Source: an optimization exercise on an open RTL-to-GDS flow (aim: small area, a short achievable clock period and few clock cycles per item). Production flows keep margins and buffers that such runs may drop. At most, simulation tests tie the RTL to the original design; equivalence was not proved.

==> 02-02 <==
## atan
module atan
(
    input                       clk         ,
    input                       rst_n       ,
    input                       trig        ,
    output                      vld         ,
    input       signed  [16:0]  para_in     ,
    output      signed  [11:0]  atany
);
==> module atan, before the edit <==
module atan
(
    input                       clk         ,
    input                       rst_n       ,
    input                       trig        ,
    output                      vld         ,
    input       signed  [16:0]  para_in     ,
    output      signed  [11:0]  atany
);
reg         busy;
reg         vld_r;
reg  [8:1]  clr;     
reg  [18:0] x;
reg  [19:2] z;
reg  [11:1] acc;     
wire [8:0]  ct  = {clr, 1'b1};
wire [8:0]  h   = ct & ~{1'b0, ct[8:1]};      
always @(posedge clk or negedge rst_n)
    if (!rst_n) begin
        busy  <= 1'b0;
        vld_r <= 1'b0;
    end else begin
        busy  <= trig | (busy & ~clr[8]);
        vld_r <= busy & clr[8];
    end
assign vld = vld_r;
wire        s   = para_in[16];
wire [18:0] p4  = {para_in, 2'b00};
wire [18:0] y0  = s ? p4 + 19'd1024 : p4 - 19'd1024;
wire [18:0] x0  = s ? 19'd1024 - p4 : 19'd1024 + p4;
wire        d   = ~z[19];
wire [19:0] zf  = {z, 2'b00};
wire [18:0] xm  = {x[18:1] & {10'h3FF, ~clr}, 1'b0};
wire [19:0] zn  = {zf[18:0], 1'b0} + ({1'b0, xm} ^ {20{d}}) + d;
wire [18:0] za  = zf[18:0] ^ {19{zf[19]}};
wire [33:0] ze  = {15'd0, za};
reg  [18:0] ty;
integer i, j;
always @(*) begin
    ty = 19'd0;
    for (i = 0; i < 8; i = i + 1)
        for (j = 0; j < 19; j = j + 1)
            ty[j] = ty[j] | (h[i] & ze[j + 2*i + 1]);
end
wire [18:0] xn  = x + ty + !d;
wire [11:0] k2  = ({12{h[0]}} & 12'd950) | ({12{h[1]}} & 12'd502) | ({12{h[2]}} & 12'd254)
                | {4'd0, h[3], h[4], h[5], h[6], h[7], h[8], 2'd0};
wire [11:1] accn = acc + (k2[11:1] & {11{d}});
always @(posedge clk) begin
    clr <= trig ? 8'd0 : {clr[7:1], 1'b1};
    x   <= trig ? x0 : xn;
    z   <= trig ? {y0[18], y0[18:2]} : zn[19:2];
    acc <= trig ? (s ? 11'd1156 : 11'd1960) : accn;
end
wire        d9 = ~z[19];
wire [11:1] a1 = acc + 11'd1;
assign atany = {d9 ? a1 : acc, 1'b0};
endmodule
clock: 6.0 ns
lec_check: 0
abc_area: 1
cap_margin: 20
core_margin: 2
core_utilization: 50
setup_slack_margin: 3
slew_margin: 20
run.sh (not shown) runs the stock make flow with config.mk's settings and CLKGATE_MAP_FILE= SYNTH_SCRIPT=/design/flow/synth_recipe.tcl, a recipe that flattens the netlist after the stock synthesis.
==> 01-20 (differences from 02-02) <==
==> flow/flow/run.sh (new file) <==
#!/bin/bash
# Own layout flow: the standard flow (standard.sh, ORFS) with one change:
# the port buffers are the smallest buffer cell (every port still gets one).
# The make run writes its full output to a log of its own in this folder.
set -euo pipefail
here=$(pwd)
bash standard.sh \
  "BUFFER_PORTS_ARGS=-buffer_cell sky130_fd_sc_hd__buf_1" \
  finish > "$here/flow_make.log" 2>&1
==> flow/standard.sh (new file) <==
#!/bin/bash
# synth_recipe.tcl (not shown) runs the flow's synth.tcl, then flattens the netlist and writes it again
# the make line also repeats each setting of config.mk as NAME=value (left out here)
make -C /OpenROAD-flow-scripts/flow DESIGN_CONFIG=/design/flow/config.mk WORK_HOME=/design/flow/orfs CLKGATE_MAP_FILE= SYNTH_SCRIPT=/design/flow/synth_recipe.tcl "${@:-finish}"
- CTS_BUF_LIST: unset -> sky130_fd_sc_hd__clkbuf_4 sky130_fd_sc_hd__clkbuf_8
removed: flow/run.sh
==> 10-28 (differences from 02-02) <==
==> flow/design.v (replaced) <==
module atan
(
    input                       clk         ,
    input                       rst_n       ,
    input                       trig        ,
    output                      vld         ,
    input       signed  [16:0]  para_in     ,
    output      signed  [11:0]  atany
);
reg         busy;
reg         vld_r;
reg  [7:1]  clr;     
reg  [18:0] x;
reg  [19:2] z;
reg  [11:0] acc;     
wire [7:0]  ct  = {clr, 1'b1};
wire [7:0]  h   = ct & ~{1'b0, ct[7:1]};      
always @(posedge clk or negedge rst_n)
    if (!rst_n) begin
        busy  <= 1'b0;
        vld_r <= 1'b0;
    end else begin
        busy  <= trig | (busy & ~clr[7]);
        vld_r <= busy & clr[7];
    end
assign vld = vld_r;
wire        s   = para_in[16];
wire [18:0] p4  = {para_in, 2'b00};
wire [18:0] y0  = s ? p4 + 19'd1024 : p4 - 19'd1024;
wire [18:0] x0  = s ? 19'd1024 - p4 : 19'd1024 + p4;
wire        d   = ~z[19];
wire [19:0] zf  = {z, 2'b00};
wire [18:0] xm  = {x[18:1] & {11'h7FF, ~clr}, 1'b0};
wire [19:0] zn  = {zf[18:0], 1'b0} + ({1'b0, xm} ^ {20{d}}) + d;
wire [34:0] ze  = {{15{zf[19]}}, zf};
reg  [18:0] ty;
integer i, j;
always @(*) begin
    ty = 19'd0;
    for (i = 0; i < 8; i = i + 1)
        for (j = 0; j < 19; j = j + 1)
            ty[j] = ty[j] | (h[i] & ze[j + 2*i + 1]);
end
wire [18:0] xn  = x + (ty ^ {19{~d}}) + !d;
wire [11:0] k2  = ({12{h[0]}} & 12'd950) | ({12{h[1]}} & 12'd502) | ({12{h[2]}} & 12'd254)
                | {4'd0, h[3], h[4], h[5], h[6], h[7], 3'd0};
wire [11:0] accn = acc + (k2 & {12{d}});
always @(posedge clk) begin
    clr <= trig ? 7'd0 : {clr[6:1], 1'b1};
    x   <= trig ? x0 : xn;
    z   <= trig ? {y0[18], y0[18:2]} : zn[19:2];
    acc <= trig ? (s ? 12'd2312 : 12'd3920) : accn;
end
wire       d8  = ~z[19];
wire [9:0] y9a = zf[17:8] - x[18:9];
wire [9:0] y9b = zf[17:8] + x[18:9];
wire       d9  = d8 ? ~y9a[9] : ~y9b[9];
wire [11:0] a0 = acc + {9'd0, d8, 2'b00};
wire [11:0] a1 = acc + {9'd0, d8, 2'b10};
assign atany = d9 ? a1 : a0;
endmodule
- ABC_AREA: 1 -> unset
- CORE_UTILIZATION: 50 -> 40
- SETUP_SLACK_MARGIN: 3 -> unset
==> 11-06 (differences from 02-02) <==
--- a/flow/design.v
+++ b/flow/design.v
@@ -11,3 +11,3 @@
 reg         vld_r;
-reg  [8:1]  clr;     
+reg  [8:0]  h;       
 reg  [18:0] x;
@@ -15,4 +15,3 @@
 reg  [11:1] acc;     
-wire [8:0]  ct  = {clr, 1'b1};
-wire [8:0]  h   = ct & ~{1'b0, ct[8:1]};      
+wire [8:1]  clr = {h[8], h[8] | h[7], |h[8:6], |h[8:5], |h[8:4], |h[8:3], |h[8:2], |h[8:1]};
 always @(posedge clk or negedge rst_n)
@@ -22,4 +21,4 @@
     end else begin
-        busy  <= trig | (busy & ~clr[8]);
-        vld_r <= busy & clr[8];
+        busy  <= trig | (busy & ~h[8]);
+        vld_r <= busy & h[8];
     end
@@ -49,3 +48,3 @@
 always @(posedge clk) begin
-    clr <= trig ? 8'd0 : {clr[7:1], 1'b1};
+    h   <= trig ? 9'd1 : {h[7:0], 1'b0};
     x   <= trig ? x0 : xn;
- ABC_AREA: 1 -> unset
- CORE_UTILIZATION: 50 -> 40
==> notes.md <==
Critical path:
- For flop-to-flop paths, the worst setup slack is 3120 ps.
- The termination of the worst setup path is atany[3].

Synthesis:
- The most common cell in the synthesized netlist is nand2_1.

Clock tree:
- In this run the clock root is driven by a clkbuf_16.

Global routing:
- For this run, global-route usage on met3 was measured as 7.22%.

Drt:
- The met2 wirelength from detailed routing is 9160 um.
- The average wire per standard cell is 16.3 um.

Run status:
- The run finished with no timing, DRC or antenna violations.
(the above is from 02-02)
==> notes.md <==
Global routing:
- The met3 global-route usage is 3.23%.
- The global routing's busiest layer is met2.

Clock tree:
- The root buffer cell chosen for the clock tree is clkbuf_16.
- The number of hold buffers added after CTS was 0.

Critical path:
- The classification of the worst setup path is reg -> reg.
- The worst-case register-to-register setup slack is 2610 ps.
- The termination of the worst setup path is z[19].

Drt:
- The average wire per standard cell is 17.1 um.
- After detailed routing, the met2 layer carries 7870 um of wire.

Floorplan:
- The die covers 14800 um2.

Synthesis:
- Summing the areas of all compound-gate instances in the mapped netlist gives 26.6% of the synthesized area.
- The dominant cell by count in the synthesized netlist is xnor2_1.
- The count of synthesis-stage warnings from yosys is 1.

Run status:
- The flow ran to the end and the layout has no timing, DRC or antenna violations.
(the above is from 11-06)
==> notes.md <==
Drt:
- After detailed routing, the average wire length per cell comes to 16.1 um.
- The met2 wirelength from detailed routing is 8860 um.

Clock tree:
- The TritonCTS clock tree is yes.
- The buffer type at the clock tree root is clkbuf_8.

Finish:
- The number of logic inverters in the finished layout is 129.
- After layout, the clock buffer instance count stands at 11.

Synthesis:
- The dominant cell by count in the synthesized netlist is nand2_1.

Critical path:
- The critical path ends at atany[11].

Global routing:
- The met3 global-route usage is 4.29%.

Run status:
- The flow ran to the end and the layout has no timing, DRC or antenna violations.
(the above is from 01-20)
==> notes.md <==
Run status:
- The run finished with no timing, DRC or antenna violations.

Global routing:
- The met3 global-route usage is 2.42%.

Drt:
- The average wire per standard cell is 16.8 um.

Clock tree:
- The buffer type at the clock tree root is clkbuf_16.

Critical path:
- In this run the worst setup path terminates at atany[9].
- The worst register-to-register path has a setup slack of 1280 ps.
(the above is from 10-28)
Testbench counts of 02-02, summed over its fixed seeds: cycles 24,008, items 2,400.
Testbench counts of 01-20, summed over its fixed seeds: cycles 24,008, items 2,400.
Testbench counts of 10-28, summed over its fixed seeds: cycles 21,608, items 2,400.
For 11-06, only the layout was checked, not whether the RTL still works.

[static timing again, ports no longer ideal]
In the flow no input, the clock included, has a driving cell. The finished layouts below were timed again as built, in two steps.
Step 1: set_driving_cell puts a clkbuf_16 on clk and a buf_2 on each other input, an assumption about the parent block.
Step 2, shift: input delay + t, output delay - t, t = (earliest + latest rising clock arrival at the registers) / 2. This alone moves slack from input paths to output paths.
Three values: no drivers, after step 1, after step 2; two values: the first two.
run | t (ns) | setup WS [ns] | worst setup path after step 2 | latest minus earliest clock arrival (ns)
02-02 | 0.386 | 3.091 / 3.049 / 2.772 | input to register | 0.013 / 0.013
01-20 | 0.406 | 3.115 / 3.077 / 2.955 | input to register | 0.012 / 0.012
10-28 | 0.381 | 1.159 / 1.120 / 1.275 | register to register | 0.006 / 0.006
11-06 | 0.378 | 2.615 / 2.615 / 2.426 | input to register | 0.007 / 0.006
After both steps setup and hold are still met in every run listed. The setup slack of 02-02, which loses most, moves by -0.042 ns with the drivers and by -0.319 ns with both steps.
